Background: an optimization exercise with open tools, aiming at small area. Do not read the settings as production practice.
The RTL was checked by simulation tests, not by an equivalence proof against the original design.
The clock port is modelled as an ideal driver; clocking choices that lean on that would not hold on a real chip.
No activity file was given, so power comes from the tool's default toggle rates.

==> exp/onyx <==
==> flow/design.v (excerpt) <==
module elevator_top(clks, reset_n, raw_floor_call_buttons, raw_panel_buttons, raw_door_open_btn, raw_door_close_btn, raw_emergency_btn, raw_power_switch, weight_sensor, call_button_lights, panel_button_lights, door_open, elevator_control_output, safety_interlock, floor_indicator_lamps, elevator_upward_indicator_lamp, elevator_downward_indicator_lamp, alarm, weight_overload_lamp);
==> module elevator_top, before the edit <==
module elevator_top(clks, reset_n, raw_floor_call_buttons, raw_panel_buttons, raw_door_open_btn, raw_door_close_btn, raw_emergency_btn, raw_power_switch, weight_sensor, call_button_lights, panel_button_lights, door_open, elevator_control_output, safety_interlock, floor_indicator_lamps, elevator_upward_indicator_lamp, elevator_downward_indicator_lamp, alarm, weight_overload_lamp);
    input               clks;
    input               reset_n;
    input       [10:0]  raw_floor_call_buttons;
    input       [10:0]  raw_panel_buttons;
    input               raw_door_open_btn;
    input               raw_door_close_btn;
    input               raw_emergency_btn;
    input               raw_power_switch;
    input               weight_sensor;
    output      [10:0]  call_button_lights;
    output      [10:0]  panel_button_lights;
    output              door_open;
    output      [10:0]  elevator_control_output;
    output              safety_interlock;
    output      [3:0]   floor_indicator_lamps;
    output              elevator_upward_indicator_lamp;
    output              elevator_downward_indicator_lamp;
    output              alarm;
    output              weight_overload_lamp;
    wire [24:0] raw = {raw_emergency_btn, raw_door_close_btn, raw_door_open_btn, raw_panel_buttons, raw_floor_call_buttons};
    reg  [24:0] db_p, db_r;
    always @(posedge clks or negedge reset_n)
        if (!reset_n) begin
            db_p <= 25'b0;
            db_r <= 25'b0;
        end else begin
            db_p <= raw & ~db_r;
            db_r <= db_p & ~raw;
        end
    wire [10:0] call_pulse  = db_r[10:0];
    wire [10:0] panel_pulse = db_r[21:11];
    wire        open_pulse  = db_r[22];
    wire        close_pulse = db_r[23];
    wire        emerg_pulse = db_r[24];
    wire        power       = raw_power_switch;
    reg  [3:0]  cur;
    reg         mv, dir;
    reg  [3:0]  tgt;
    reg  [10:0] cl, pl;
    reg         open_h, close_h;
    wire        emer = cur[3] & cur[2];
    wire [10:0] lit = cl | pl;
    reg  [10:0] at, above;
    integer k;
    always @(*)
        for (k = 0; k < 11; k = k + 1) begin
            at[k]    = (cur == k);
            above[k] = (cur < k);
        end
    function [10:0] first;
        input [10:0] v;
        integer j;
        reg seen;
        begin
            seen = 1'b0;
            for (j = 0; j < 11; j = j + 1) begin
                first[j] = v[j] & !seen;
                seen = seen | v[j];
            end
        end
    endfunction
    function [3:0] enc;
        input [10:0] oh;
        integer j;
        begin
            enc = 4'd0;
            for (j = 0; j < 11; j = j + 1)
                if (oh[j]) enc = enc | j[3:0];
        end
    endfunction
    wire        any_above = |(lit & above);
    wire        any_other = |(lit & ~at);
    wire        pick_mode = !mv && (tgt == cur);
    wire [3:0]  pick = enc(first(lit & (above | {11{!any_above}})));
    wire        run_ok = power && !emerg_pulse && !mv && !emer;
    wire        act    = run_ok && (pick_mode ? any_other : 1'b1);
    wire        go_dir = pick_mode ? any_above : dir;
    wire        go     = act && !weight_sensor;
    wire        arrive = (tgt == cur);
    wire        step_up = mv ? dir : go_dir;
    reg  [3:0]  stepped;
    reg         carry;
    integer b;
    always @(*) begin
        carry = 1'b1;
        for (b = 0; b < 4; b = b + 1) begin
            stepped[b] = cur[b] ^ carry;
            carry = carry & (cur[b] ~^ step_up);
        end
    end
    always @(posedge clks or negedge reset_n)
        if (!reset_n) begin
            cur <= 4'd0;
            mv  <= 1'b0;
            dir <= 1'b0;
            tgt <= 4'd0;
        end else begin
            if (pick_mode && any_other)
                tgt <= pick;
            if (pick_mode)
                dir <= any_above;
            else if (emer)
                dir <= 1'b1;
            if (mv) begin
                if (arrive) mv <= 1'b0;
                else cur <= stepped;
            end else if (emer) begin
                if (!power && !emerg_pulse)
                    cur <= 4'd0;
            end else if (go) begin
                mv  <= 1'b1;
                cur <= stepped;
            end else if (emerg_pulse) begin
                cur <= 4'hF;
            end
        end
    wire        set_ok = power && !emerg_pulse;
    wire [10:0] clr    = (act ? at : 11'b0);
    wire [10:0] p_new  = set_ok ? first(panel_pulse & ~pl & ~at) : 11'b0;
    wire [10:0] c_new  = set_ok ? first(call_pulse & ~cl & ~at) : 11'b0;
    always @(posedge clks or negedge reset_n)
        if (!reset_n) begin
            cl <= 11'b0;
            pl <= 11'b0;
        end else begin
            pl <= (pl | p_new) & ~clr;
            cl <= (cl | c_new) & ~clr;
        end
    wire door_live = !mv && power;
    always @(posedge clks or negedge reset_n)
        if (!reset_n) begin
            open_h  <= 1'b0;
            close_h <= 1'b0;
        end else if (door_live) begin
            open_h  <= open_pulse;
            close_h <= close_pulse;
        end
    assign door_open = door_live ? (open_pulse || !close_pulse) : (open_h || (!close_h && !mv));
    assign elevator_control_output = {cur, emer, mv, !mv, mv && !dir, mv && dir, mv, !mv};
    assign call_button_lights = cl;
    assign panel_button_lights = pl;
    assign safety_interlock = !mv;
    assign floor_indicator_lamps = cur;
    assign elevator_upward_indicator_lamp = mv && dir;
    assign elevator_downward_indicator_lamp = mv && !dir;
    assign alarm = emer;
    assign weight_overload_lamp = weight_sensor;
endmodule
==> flow/config.mk <==
export PLATFORM = sky130hd
export DESIGN_NAME = elevator_top
export DESIGN_NICKNAME = elevator_top
export VERILOG_FILES = /design/flow/design.v
export SDC_FILE = /design/flow/constraint.sdc
export NUM_CORES = 4
export LEC_CHECK = 0
export CAP_MARGIN = 20
export CORE_MARGIN = 2
export CORE_UTILIZATION = 40
export PLACE_DENSITY = 0.6
export SLEW_MARGIN = 20
==> flow/constraint.sdc <==
create_clock -name core_clock -period 8.0 [get_ports {clks}]
set_input_delay 1.6000 -clock core_clock [delete_from_list [all_inputs] [get_ports {clks}]]
set_output_delay 1.6000 -clock core_clock [all_outputs]
set_load 0.01 [all_outputs]
standard.sh (not shown) runs the stock make flow with config.mk's settings and CLKGATE_MAP_FILE= SYNTH_SCRIPT=/design/flow/synth_recipe.tcl, a recipe that flattens the netlist after the stock synthesis.
==> flow/flow/run.sh <==
#!/bin/bash
# The standard ORFS layout (standard.sh) with three changes:
#  - synthesis maps the logic with an area-oriented ABC script (flow/abc_area.script)
#    in place of ORFS's speed script; the rest of synthesis is unchanged;
#  - the port buffers are buf_1 instead of the default pick (clkdlybuf4s50_1);
#  - clock tree synthesis inserts no dummy loads.
set -euo pipefail
W=$(pwd)
# ORFS's scripts folder, with only the ABC speed script replaced
mkdir -p "$W/scripts"
for f in "$FLOW_HOME"/scripts/*; do ln -sf "$f" "$W/scripts/"; done
rm -f "$W/scripts/abc_speed.script"
cp "$W/flow/abc_area.script" "$W/scripts/abc_speed.script"
export SCRIPTS_DIR="$W/scripts"
export BUFFER_PORTS_ARGS="-buffer_cell sky130_fd_sc_hd__buf_1"
export CTS_ARGS="-sink_clustering_enable -repair_clock_nets -dont_use_dummy_load -buf_list sky130_fd_sc_hd__clkbuf_8 -root_buf sky130_fd_sc_hd__clkbuf_8"
bash standard.sh > standard.log 2>&1
==> flow/flow/abc_area.script <==
strash
&get -n
&fraig -x
&deepsyn -T 30
&dch -f
&nf -p
&put
==> inputs of exp/delta, as changes to exp/onyx <==
--- a/flow/design.v
+++ b/flow/design.v
@@ -41,13 +41,19 @@
     reg         open_h, close_h;
     wire        emer = cur[3] & cur[2];
     wire [10:0] lit = cl | pl;
-    reg  [10:0] at, above;
+    reg  [10:0] at, above, below;
     integer k;
     always @(*)
         for (k = 0; k < 11; k = k + 1) begin
             at[k]    = (cur == k);
             above[k] = (cur < k);
+            below[k] = (cur > k);
         end
+    wire [10:0] lit_above = lit & above;
+    wire        any_above = |lit_above;
+    wire        any_below = |(lit & below);
+    wire        any_lit   = |lit;
+    wire        pick_mode = !mv && (tgt == cur);
     function [10:0] first;
         input [10:0] v;
         integer j;
@@ -69,12 +75,9 @@
                 if (oh[j]) enc = enc | j[3:0];
         end
     endfunction
-    wire        any_above = |(lit & above);
-    wire        any_other = |(lit & ~at);
-    wire        pick_mode = !mv && (tgt == cur);
-    wire [3:0]  pick = enc(first(lit & (above | {11{!any_above}})));
+    wire [3:0]  pick = enc(any_above ? first(lit_above) : first(lit));
     wire        run_ok = power && !emerg_pulse && !mv && !emer;
-    wire        act    = run_ok && (pick_mode ? any_other : 1'b1);
+    wire        act    = run_ok && (pick_mode ? (any_above || any_below) : 1'b1);
     wire        go_dir = pick_mode ? any_above : dir;
     wire        go     = act && !weight_sensor;
     wire        arrive = (tgt == cur);
@@ -96,18 +99,18 @@
             dir <= 1'b0;
             tgt <= 4'd0;
         end else begin
-            if (pick_mode && any_other)
+            if (pick_mode && any_lit) begin
                 tgt <= pick;
-            if (pick_mode)
                 dir <= any_above;
-            else if (emer)
-                dir <= 1'b1;
+            end
             if (mv) begin
                 if (arrive) mv <= 1'b0;
                 else cur <= stepped;
             end else if (emer) begin
-                if (!power && !emerg_pulse)
+                if (!power && !emerg_pulse) begin
                     cur <= 4'd0;
+                    dir <= 1'b1;
+                end
             end else if (go) begin
                 mv  <= 1'b1;
                 cur <= stepped;
==> flow/flow/run.sh (replaced) <==
#!/bin/bash
# Standard ORFS layout with two changes: the port buffers are the smallest
# buffer (buf_1) instead of the default pick, and clock tree synthesis uses
# small clock buffers and no dummy loads.
set -euo pipefail
export BUFFER_PORTS_ARGS="-buffer_cell sky130_fd_sc_hd__buf_1"
export CTS_ARGS="-sink_clustering_enable -repair_clock_nets -dont_use_dummy_load -buf_list {sky130_fd_sc_hd__clkbuf_4 sky130_fd_sc_hd__clkbuf_8} -root_buf sky130_fd_sc_hd__clkbuf_8"
bash standard.sh > standard.log 2>&1
removed: flow/flow/abc_area.script
==> comparison table <==
metric	exp/onyx	exp/delta
Multi-input combinational cell count	259	291
Weighted congestion at the end of routability-driven global placement	0.834	0.915
Area of the core	0.00924 mm^2	0.0102 mm^2
Die Footprint	0.0103 mm^2	0.0112 mm^2
Register share of the cell area	48.8%	46.0%
Run status	timing/DRC/antenna clean	timing/DRC/antenna clean
Sequential area share after synthesis	55.0%	50.9%
CP arrival	2.47 ns	2.35 ns
Post-Route Skew	0.0244 ns	0.0226 ns
Die Y-Extent	102 um	106 um
Post-synthesis compound-gate area fraction	14.5%	16.8%
Number of standard cells after synthesis	359	406
Met1 routed wirelength after detailed routing	3.90 mm	4.67 mm
Tot GR Track Use	16.8%	18.6%
Multi-input gate area in the final layout	0.00162 mm^2	0.00186 mm^2
Hold Slack	0.417 ns	0.416 ns
First DRT Iteration DRCs	112	137
Post-layout min period	4.07 ns	3.95 ns
WL met3	526 um	364 um

==> 03-21: inputs <==
Another version of the RTL of elevator_top (not shown whole).
==> module elevator_top, before the edit <==
module elevator_top(clks, reset_n, raw_floor_call_buttons, raw_panel_buttons, raw_door_open_btn, raw_door_close_btn, raw_emergency_btn, raw_power_switch, weight_sensor, call_button_lights, panel_button_lights, door_open, elevator_control_output, safety_interlock, floor_indicator_lamps, elevator_upward_indicator_lamp, elevator_downward_indicator_lamp, alarm, weight_overload_lamp);
    input               clks;
    input               reset_n;
    input       [10:0]  raw_floor_call_buttons;
    input       [10:0]  raw_panel_buttons;
    input               raw_door_open_btn;
    input               raw_door_close_btn;
    input               raw_emergency_btn;
    input               raw_power_switch;
    input               weight_sensor;
    output      [10:0]  call_button_lights;
    output      [10:0]  panel_button_lights;
    output              door_open;
    output      [10:0]  elevator_control_output;
    output              safety_interlock;
    output      [3:0]   floor_indicator_lamps;
    output              elevator_upward_indicator_lamp;
    output              elevator_downward_indicator_lamp;
    output              alarm;
    output              weight_overload_lamp;
    wire [24:0] raw = {raw_emergency_btn, raw_door_close_btn, raw_door_open_btn, raw_panel_buttons, raw_floor_call_buttons};
    reg  [24:0] db_pn, db_r;
    always @(posedge clks or negedge reset_n)
        if (!reset_n) begin
            db_pn <= {25{1'b1}};
            db_r  <= 25'b0;
        end else begin
            db_pn <= ~(raw & ~db_r);
            db_r  <= ~(db_pn | raw);
        end
    wire [10:0] call_pulse  = db_r[10:0];
    wire [10:0] panel_pulse = db_r[21:11];
    wire        open_pulse  = db_r[22];
    wire        close_pulse = db_r[23];
    wire        emerg_pulse = db_r[24];
    wire        power       = raw_power_switch;
    reg  [3:0]  cur;
    reg         mv, dir;
    reg  [3:0]  tgt;
    reg  [10:0] cl, pl;
    reg         open_h, close_h;
    wire        emer = cur[3] & cur[2];
    wire [10:0] lit = cl | pl;
    reg  [10:0] at, above;
    integer k;
    always @(*)
        for (k = 0; k < 11; k = k + 1) begin
            at[k]    = (cur == k);
            above[k] = (cur < k);
        end
    function [10:0] first;
        input [10:0] v;
        integer j;
        reg seen;
        begin
            seen = 1'b0;
            for (j = 0; j < 11; j = j + 1) begin
                first[j] = v[j] & !seen;
                seen = seen | v[j];
            end
        end
    endfunction
    function [3:0] enc;
        input [10:0] oh;
        integer j;
        begin
            enc = 4'd0;
            for (j = 0; j < 11; j = j + 1)
                if (oh[j]) enc = enc | j[3:0];
        end
    endfunction
    wire        any_above = |(lit & above);
    wire        any_other = |(lit & ~at);
    wire        pick_mode = !mv && (tgt == cur);
    reg  [3:0]  pick;
    wire [10:0] pick_v = lit & (above | {11{!any_above}});
    integer q;
    always @(*) begin
        pick = 4'd0;
        for (q = 10; q >= 0; q = q - 1)
            if (pick_v[q]) pick = q[3:0];
    end
    wire        run_ok = power && !emerg_pulse && !mv && !emer;
    wire        act    = run_ok && (pick_mode ? any_other : 1'b1);
    wire        go_dir = pick_mode ? any_above : dir;
    wire        go     = act && !weight_sensor;
    wire        arrive = (tgt == cur);
    wire        step_up = mv ? dir : go_dir;
    reg  [3:0]  stepped;
    reg         carry;
    integer b;
    always @(*) begin
        carry = 1'b1;
        for (b = 0; b < 4; b = b + 1) begin
            stepped[b] = cur[b] ^ carry;
            carry = carry & (cur[b] ~^ step_up);
        end
    end
    always @(posedge clks or negedge reset_n)
        if (!reset_n) begin
            cur <= 4'd0;
            mv  <= 1'b0;
            dir <= 1'b0;
            tgt <= 4'd0;
        end else begin
            if (pick_mode && any_other)
                tgt <= pick;
            if (pick_mode)
                dir <= any_above;
            else if (emer)
                dir <= 1'b1;
            if (mv) begin
                if (arrive) mv <= 1'b0;
                else cur <= stepped;
            end else if (emer) begin
                if (!power && !emerg_pulse)
                    cur <= 4'd0;
            end else if (go) begin
                mv  <= 1'b1;
                cur <= stepped;
            end else if (emerg_pulse) begin
                cur <= 4'hF;
            end
        end
    wire        set_ok = power && !emerg_pulse;
    wire [10:0] clr    = (act ? at : 11'b0);
    reg  [10:0] p_new, c_new;
    reg         p_blk, c_blk;
    integer m;
    always @(*) begin
        p_blk = !set_ok;
        c_blk = !set_ok;
        for (m = 0; m < 11; m = m + 1) begin
            p_new[m] = panel_pulse[m] & !at[m] & !p_blk;
            c_new[m] = call_pulse[m] & !at[m] & !c_blk;
            p_blk = p_blk | (panel_pulse[m] & !pl[m] & !at[m]);
            c_blk = c_blk | (call_pulse[m] & !cl[m] & !at[m]);
        end
    end
    always @(posedge clks or negedge reset_n)
        if (!reset_n) begin
            cl <= 11'b0;
            pl <= 11'b0;
        end else begin
            pl <= (pl | p_new) & ~clr;
            cl <= (cl | c_new) & ~clr;
        end
    wire door_live = !mv && power;
    always @(posedge clks or negedge reset_n)
        if (!reset_n) begin
            open_h  <= 1'b0;
            close_h <= 1'b0;
        end else if (door_live) begin
            open_h  <= open_pulse;
            close_h <= close_pulse;
        end
    assign door_open = door_live ? (open_pulse || !close_pulse) : (open_h || (!close_h && !mv));
    assign elevator_control_output = {cur, emer, mv, !mv, mv && !dir, mv && dir, mv, !mv};
    assign call_button_lights = cl;
    assign panel_button_lights = pl;
    assign safety_interlock = !mv;
    assign floor_indicator_lamps = cur;
    assign elevator_upward_indicator_lamp = mv && dir;
    assign elevator_downward_indicator_lamp = mv && !dir;
    assign alarm = emer;
    assign weight_overload_lamp = weight_sensor;
endmodule
Settings: LEC_CHECK=0, CAP_MARGIN=20, CORE_MARGIN=2, CORE_UTILIZATION=40, PLACE_DENSITY=0.6, SLEW_MARGIN=20; clock period 8.0 ns.
==> flow/flow/run.sh <==
#!/bin/bash
# The standard ORFS layout (standard.sh) with these changes:
#  - synthesis maps the logic with an area-oriented ABC script (flow/abc_area.script)
#    in place of ORFS's speed script; the rest of synthesis is unchanged;
#  - the port buffers are buf_1 instead of the default pick (clkdlybuf4s50_1);
#  - clock tree synthesis builds the tree from clkbuf_4 without dummy loads, and
#    flow/post_cts.tcl then upsizes to clkbuf_8 each leaf buffer whose flip-flop
#    clock pins would see a slew over 105 ps.
set -euo pipefail
W=$(pwd)
# ORFS's scripts folder, with only the ABC speed script replaced
mkdir -p "$W/scripts"
for f in "$FLOW_HOME"/scripts/*; do ln -sf "$f" "$W/scripts/"; done
rm -f "$W/scripts/abc_speed.script"
cp "$W/flow/abc_area.script" "$W/scripts/abc_speed.script"
export SCRIPTS_DIR="$W/scripts"
export BUFFER_PORTS_ARGS="-buffer_cell sky130_fd_sc_hd__buf_1"
export CTS_ARGS="-sink_clustering_enable -repair_clock_nets -dont_use_dummy_load -buf_list sky130_fd_sc_hd__clkbuf_4 -root_buf sky130_fd_sc_hd__clkbuf_4"
export POST_CTS_TCL="$W/flow/post_cts.tcl"
export CLK_LEAF_SLEW_LIMIT=0.105
bash standard.sh > standard.log 2>&1
==> flow/flow/abc_area.script <==
strash
&get -n
&fraig -x
&deepsyn -T 30
&put
dch -f
amap
topo
==> flow/flow/post_cts.tcl <==
estimate_parasitics -placement
set upsized 0
foreach inst [get_cells *] {
  if {[get_property $inst ref_name] ne "sky130_fd_sc_hd__clkbuf_4"} { continue }
  set worst 0
  foreach out [get_pins -of_objects $inst -filter "direction == output"] {
    foreach p [get_pins -of_objects [get_nets -of_objects $out] -filter "direction == input"] {
      if {[get_property $p name] eq "CLK"} {
        set s [get_property $p slew_max]
        if {$s > $worst} { set worst $s }
      }
    }
  }
  puts "clock leaf [get_full_name $inst]: worst sink slew $worst"
  if {$worst > $::env(CLK_LEAF_SLEW_LIMIT)} {
    replace_cell $inst sky130_fd_sc_hd__clkbuf_8
    incr upsized
  }
}
puts "upsized $upsized clock buffers"
if {$upsized > 0} {
  detailed_placement
  check_placement -verbose
  estimate_parasitics -placement
}
==> 11-25: changes against 03-21 <==
--- a/flow/design.v
+++ b/flow/design.v
@@ -21,10 +21,10 @@
     wire [24:0] raw = {raw_emergency_btn, raw_door_close_btn, raw_door_open_btn, raw_panel_buttons, raw_floor_call_buttons};
-    reg  [24:0] db_pn, db_r;
+    reg  [24:0] db_p, db_r;
     always @(posedge clks or negedge reset_n)
         if (!reset_n) begin
-            db_pn <= {25{1'b1}};
-            db_r  <= 25'b0;
+            db_p <= 25'b0;
+            db_r <= 25'b0;
         end else begin
-            db_pn <= ~(raw & ~db_r);
-            db_r  <= ~(db_pn | raw);
+            db_p <= raw & ~db_r;
+            db_r <= db_p & ~raw;
         end
@@ -43,3 +43,3 @@
     wire [10:0] lit = cl | pl;
-    reg  [10:0] at, above;
+    reg  [10:0] at, above, below;
     integer k;
@@ -49,14 +49,12 @@
             above[k] = (cur < k);
+            below[k] = (cur > k) && !emer;
         end
+    wire [10:0] lit_above = lit & above;
+    wire        any_above = |lit_above;
+    wire        any_below = |(lit & below);
+    wire        any_lit   = |lit;
+    wire        pick_mode = !mv && (tgt == cur);
     function [10:0] first;
         input [10:0] v;
-        integer j;
-        reg seen;
-        begin
-            seen = 1'b0;
-            for (j = 0; j < 11; j = j + 1) begin
-                first[j] = v[j] & !seen;
-                seen = seen | v[j];
-            end
-        end
+        first = v & ~(v - 11'd1);
     endfunction
@@ -71,15 +69,5 @@
     endfunction
-    wire        any_above = |(lit & above);
-    wire        any_other = |(lit & ~at);
-    wire        pick_mode = !mv && (tgt == cur);
-    reg  [3:0]  pick;
-    wire [10:0] pick_v = lit & (above | {11{!any_above}});
-    integer q;
-    always @(*) begin
-        pick = 4'd0;
-        for (q = 10; q >= 0; q = q - 1)
-            if (pick_v[q]) pick = q[3:0];
-    end
+    wire [3:0]  pick = enc(any_above ? first(lit_above) : first(lit));
     wire        run_ok = power && !emerg_pulse && !mv && !emer;
-    wire        act    = run_ok && (pick_mode ? any_other : 1'b1);
+    wire        act    = run_ok && (pick_mode ? (any_above || any_below) : 1'b1);
     wire        go_dir = pick_mode ? any_above : dir;
@@ -87,13 +75,2 @@
     wire        arrive = (tgt == cur);
-    wire        step_up = mv ? dir : go_dir;
-    reg  [3:0]  stepped;
-    reg         carry;
-    integer b;
-    always @(*) begin
-        carry = 1'b1;
-        for (b = 0; b < 4; b = b + 1) begin
-            stepped[b] = cur[b] ^ carry;
-            carry = carry & (cur[b] ~^ step_up);
-        end
-    end
     always @(posedge clks or negedge reset_n)
@@ -105,17 +82,17 @@
         end else begin
-            if (pick_mode && any_other)
+            if (pick_mode && any_lit) begin
                 tgt <= pick;
-            if (pick_mode)
                 dir <= any_above;
-            else if (emer)
-                dir <= 1'b1;
+            end
             if (mv) begin
                 if (arrive) mv <= 1'b0;
-                else cur <= stepped;
+                else cur <= dir ? cur + 4'd1 : cur - 4'd1;
             end else if (emer) begin
-                if (!power && !emerg_pulse)
+                if (!power && !emerg_pulse) begin
                     cur <= 4'd0;
+                    dir <= 1'b1;
+                end
             end else if (go) begin
                 mv  <= 1'b1;
-                cur <= stepped;
+                cur <= go_dir ? cur + 4'd1 : cur - 4'd1;
             end else if (emerg_pulse) begin
@@ -126,15 +103,4 @@
     wire [10:0] clr    = (act ? at : 11'b0);
-    reg  [10:0] p_new, c_new;
-    reg         p_blk, c_blk;
-    integer m;
-    always @(*) begin
-        p_blk = !set_ok;
-        c_blk = !set_ok;
-        for (m = 0; m < 11; m = m + 1) begin
-            p_new[m] = panel_pulse[m] & !at[m] & !p_blk;
-            c_new[m] = call_pulse[m] & !at[m] & !c_blk;
-            p_blk = p_blk | (panel_pulse[m] & !pl[m] & !at[m]);
-            c_blk = c_blk | (call_pulse[m] & !cl[m] & !at[m]);
-        end
-    end
+    wire [10:0] p_new  = set_ok ? first(panel_pulse & ~pl & ~at) : 11'b0;
+    wire [10:0] c_new  = set_ok ? first(call_pulse & ~cl & ~at) : 11'b0;
     always @(posedge clks or negedge reset_n)
==> flow/run.sh (new file) <==
#!/bin/bash
# synth_recipe.tcl (not shown) runs the flow's synth.tcl, then flattens the netlist and writes it again
# the make line also repeats each setting of config.mk as NAME=value (left out here)
make -C /OpenROAD-flow-scripts/flow DESIGN_CONFIG=/design/flow/config.mk WORK_HOME=/design/flow/orfs CLKGATE_MAP_FILE= SYNTH_SCRIPT=/design/flow/synth_recipe.tcl finish
removed: flow/flow/run.sh
removed: flow/flow/abc_area.script
removed: flow/flow/post_cts.tcl
removed: flow/standard.sh
==> 04-15: changes against 03-21 <==
==> flow/flow/run.sh (replaced) <==
#!/bin/bash
# The standard ORFS layout (standard.sh) with these changes:
#  - synthesis maps the logic with an area-oriented ABC script
#    (flow/abc_area.script.in: deepsyn, then area mapping) in place of ORFS's
#    speed script; the rest of synthesis is unchanged. Synthesis runs four
#    times, with deepsyn seeds 1-8 (four at a time), and the layout continues from the run with
#    the smallest cell area;
#  - the port buffers are buf_1 instead of the default pick (clkdlybuf4s50_1);
#  - clock tree synthesis builds the tree from clkbuf_4 without dummy loads, and
#    flow/post_cts.tcl then upsizes to clkbuf_8 each leaf buffer whose flip-flop
#    clock pins would see a slew over 105 ps.
set -euo pipefail
W=$(pwd)
export BUFFER_PORTS_ARGS="-buffer_cell sky130_fd_sc_hd__buf_1"
export CTS_ARGS="-sink_clustering_enable -repair_clock_nets -dont_use_dummy_load -buf_list sky130_fd_sc_hd__clkbuf_4 -root_buf sky130_fd_sc_hd__clkbuf_4"
export POST_CTS_TCL="$W/flow/post_cts.tcl"
export CLK_LEAF_SLEW_LIMIT=0.105

# one ORFS scripts folder per seed, with only the ABC speed script replaced
for s in 1 2 3 4 5 6 7 8; do
  mkdir -p "$W/scripts_$s"
  for f in "$FLOW_HOME"/scripts/*; do ln -sf "$f" "$W/scripts_$s/"; done
  rm -f "$W/scripts_$s/abc_speed.script"
  sed "s/SEED/$s/" "$W/flow/abc_area.script.in" > "$W/scripts_$s/abc_speed.script"
  sed "s#WORK_HOME=$W/orfs #WORK_HOME=$W/orfs_s$s #" standard.sh > "$W/standard_s$s.sh"
  grep -q "WORK_HOME=$W/orfs_s$s " "$W/standard_s$s.sh"
done
for wave in "1 2 3 4" "5 6 7 8"; do
  pids=()
  for s in $wave; do
    SCRIPTS_DIR="$W/scripts_$s" bash "$W/standard_s$s.sh" synth > "$W/synth_s$s.log" 2>&1 &
    pids+=($!)
  done
  for p in "${pids[@]}"; do wait "$p"; done
done

best=""; best_area=""
for s in 1 2 3 4 5 6 7 8; do
  a=$(grep "Chip area" "$W/orfs_s$s/reports/sky130hd/elevator_top/base/synth_stat.txt" | awk '{print $NF}')
  echo "seed $s: synthesis cell area $a" | tee -a "$W/synth_pick.log"
  if [[ -z "$best" ]] || awk -v a="$a" -v b="$best_area" 'BEGIN{exit !(a<b)}'; then best=$s; best_area=$a; fi
done
echo "using seed $best" | tee -a "$W/synth_pick.log"
mv "$W/orfs_s$best" "$W/orfs"
export SCRIPTS_DIR="$W/scripts_$best"
bash standard.sh > standard.log 2>&1
==> flow/flow/abc_area.script.in (new file) <==
strash
&get -n
&fraig -x
&deepsyn -T 30 -S SEED
&put
dch -f
amap
topo
removed: flow/flow/abc_area.script
==> 09-07: changes against 03-21 <==
==> flow/flow/run.sh (replaced) <==
#!/bin/bash
# The standard ORFS layout (standard.sh) with these changes:
#  - synthesis maps the logic with an area-oriented ABC script
#    (flow/abc_area.script.in: deepsyn, then area mapping) in place of ORFS's
#    speed script; the rest of synthesis is unchanged. Synthesis runs four
#    times, with deepsyn seeds 1-4, and the layout continues from the run with
#    the smallest cell area;
#  - the port buffers are buf_1 instead of the default pick (clkdlybuf4s50_1);
#  - clock tree synthesis builds the tree from clkbuf_4 without dummy loads, and
#    flow/post_cts.tcl then upsizes to clkbuf_8 each leaf buffer whose flip-flop
#    clock pins would see a slew over 105 ps.
set -euo pipefail
W=$(pwd)
export BUFFER_PORTS_ARGS="-buffer_cell sky130_fd_sc_hd__buf_1"
export CTS_ARGS="-sink_clustering_enable -repair_clock_nets -dont_use_dummy_load -buf_list sky130_fd_sc_hd__clkbuf_4 -root_buf sky130_fd_sc_hd__clkbuf_4"
export POST_CTS_TCL="$W/flow/post_cts.tcl"
export CLK_LEAF_SLEW_LIMIT=0.105

# one ORFS scripts folder per seed, with only the ABC speed script replaced
for s in 1 2 3 4; do
  mkdir -p "$W/scripts_$s"
  for f in "$FLOW_HOME"/scripts/*; do ln -sf "$f" "$W/scripts_$s/"; done
  rm -f "$W/scripts_$s/abc_speed.script"
  sed "s/SEED/$s/" "$W/flow/abc_area.script.in" > "$W/scripts_$s/abc_speed.script"
  sed "s#WORK_HOME=$W/orfs #WORK_HOME=$W/orfs_s$s #" standard.sh > "$W/standard_s$s.sh"
  grep -q "WORK_HOME=$W/orfs_s$s " "$W/standard_s$s.sh"
done
pids=()
for s in 1 2 3 4; do
  SCRIPTS_DIR="$W/scripts_$s" bash "$W/standard_s$s.sh" synth > "$W/synth_s$s.log" 2>&1 &
  pids+=($!)
done
for p in "${pids[@]}"; do wait "$p"; done

best=""; best_area=""
for s in 1 2 3 4; do
  a=$(grep "Chip area" "$W/orfs_s$s/reports/sky130hd/elevator_top/base/synth_stat.txt" | awk '{print $NF}')
  echo "seed $s: synthesis cell area $a" | tee -a "$W/synth_pick.log"
  if [[ -z "$best" ]] || awk -v a="$a" -v b="$best_area" 'BEGIN{exit !(a<b)}'; then best=$s; best_area=$a; fi
done
echo "using seed $best" | tee -a "$W/synth_pick.log"
mv "$W/orfs_s$best" "$W/orfs"
export SCRIPTS_DIR="$W/scripts_$best"
bash standard.sh > standard.log 2>&1
==> flow/flow/abc_area.script.in (new file) <==
strash
&get -n
&fraig -x
&deepsyn -T 30 -S SEED
&put
dch -f
amap
topo
removed: flow/flow/abc_area.script
==> results.txt <==
- Sequential cell count is the same in 03-21 and 09-07.
- Against 09-07, the sequential share of layout area of 11-25 is lower by 14 points.
- Against 04-15, the cell count of 11-25 is higher by 17%.
- Die area: 04-15 < 09-07 < 03-21 < 11-25.
- In 09-07 the sequential power is higher than in 03-21, by about 0.8%.

[separate check: timing with driven ports]
The flow's constraints put no driver on any port. The routed layouts listed below were extracted and timed again, unchanged, in two steps.
Step 1: set_driving_cell puts a clkbuf_16 on clks and a buf_2 on each other input, an assumption about the parent block.
Step 2 also shifts input and output timing later by t, the mid clock arrival at the registers, as if the neighbouring blocks saw the same clock.
a / b / c = no drivers / after step 1 / after step 2; a / b = the first two.
run	t, ns	setup WS [ns]	hold WS [ns]	worst slew at a driven data input, ns
exp/onyx	0.379	3.928 / 3.902 / 3.876	0.417 / 0.417 / 0.417	0.03
exp/delta	0.389	4.048 / 4.026 / 4.026	0.416 / 0.416 / 0.416	0.03
03-21	0.448	3.958 / 3.929 / 3.810	0.442 / 0.442 / 0.442	0.04
11-25	0.400	3.294 / 3.268 / 3.268	0.429 / 0.429 / 0.429	0.04
04-15	0.452	3.913 / 3.890 / 3.683	0.461 / 0.461 / 0.461	0.03
09-07	0.450	3.936 / 3.905 / 3.854	0.449 / 0.449 / 0.449	0.04
After both steps every run listed still meets setup and hold. The setup slack of 04-15, which loses most, moves by -0.023 ns with the drivers and by -0.230 ns with both steps.
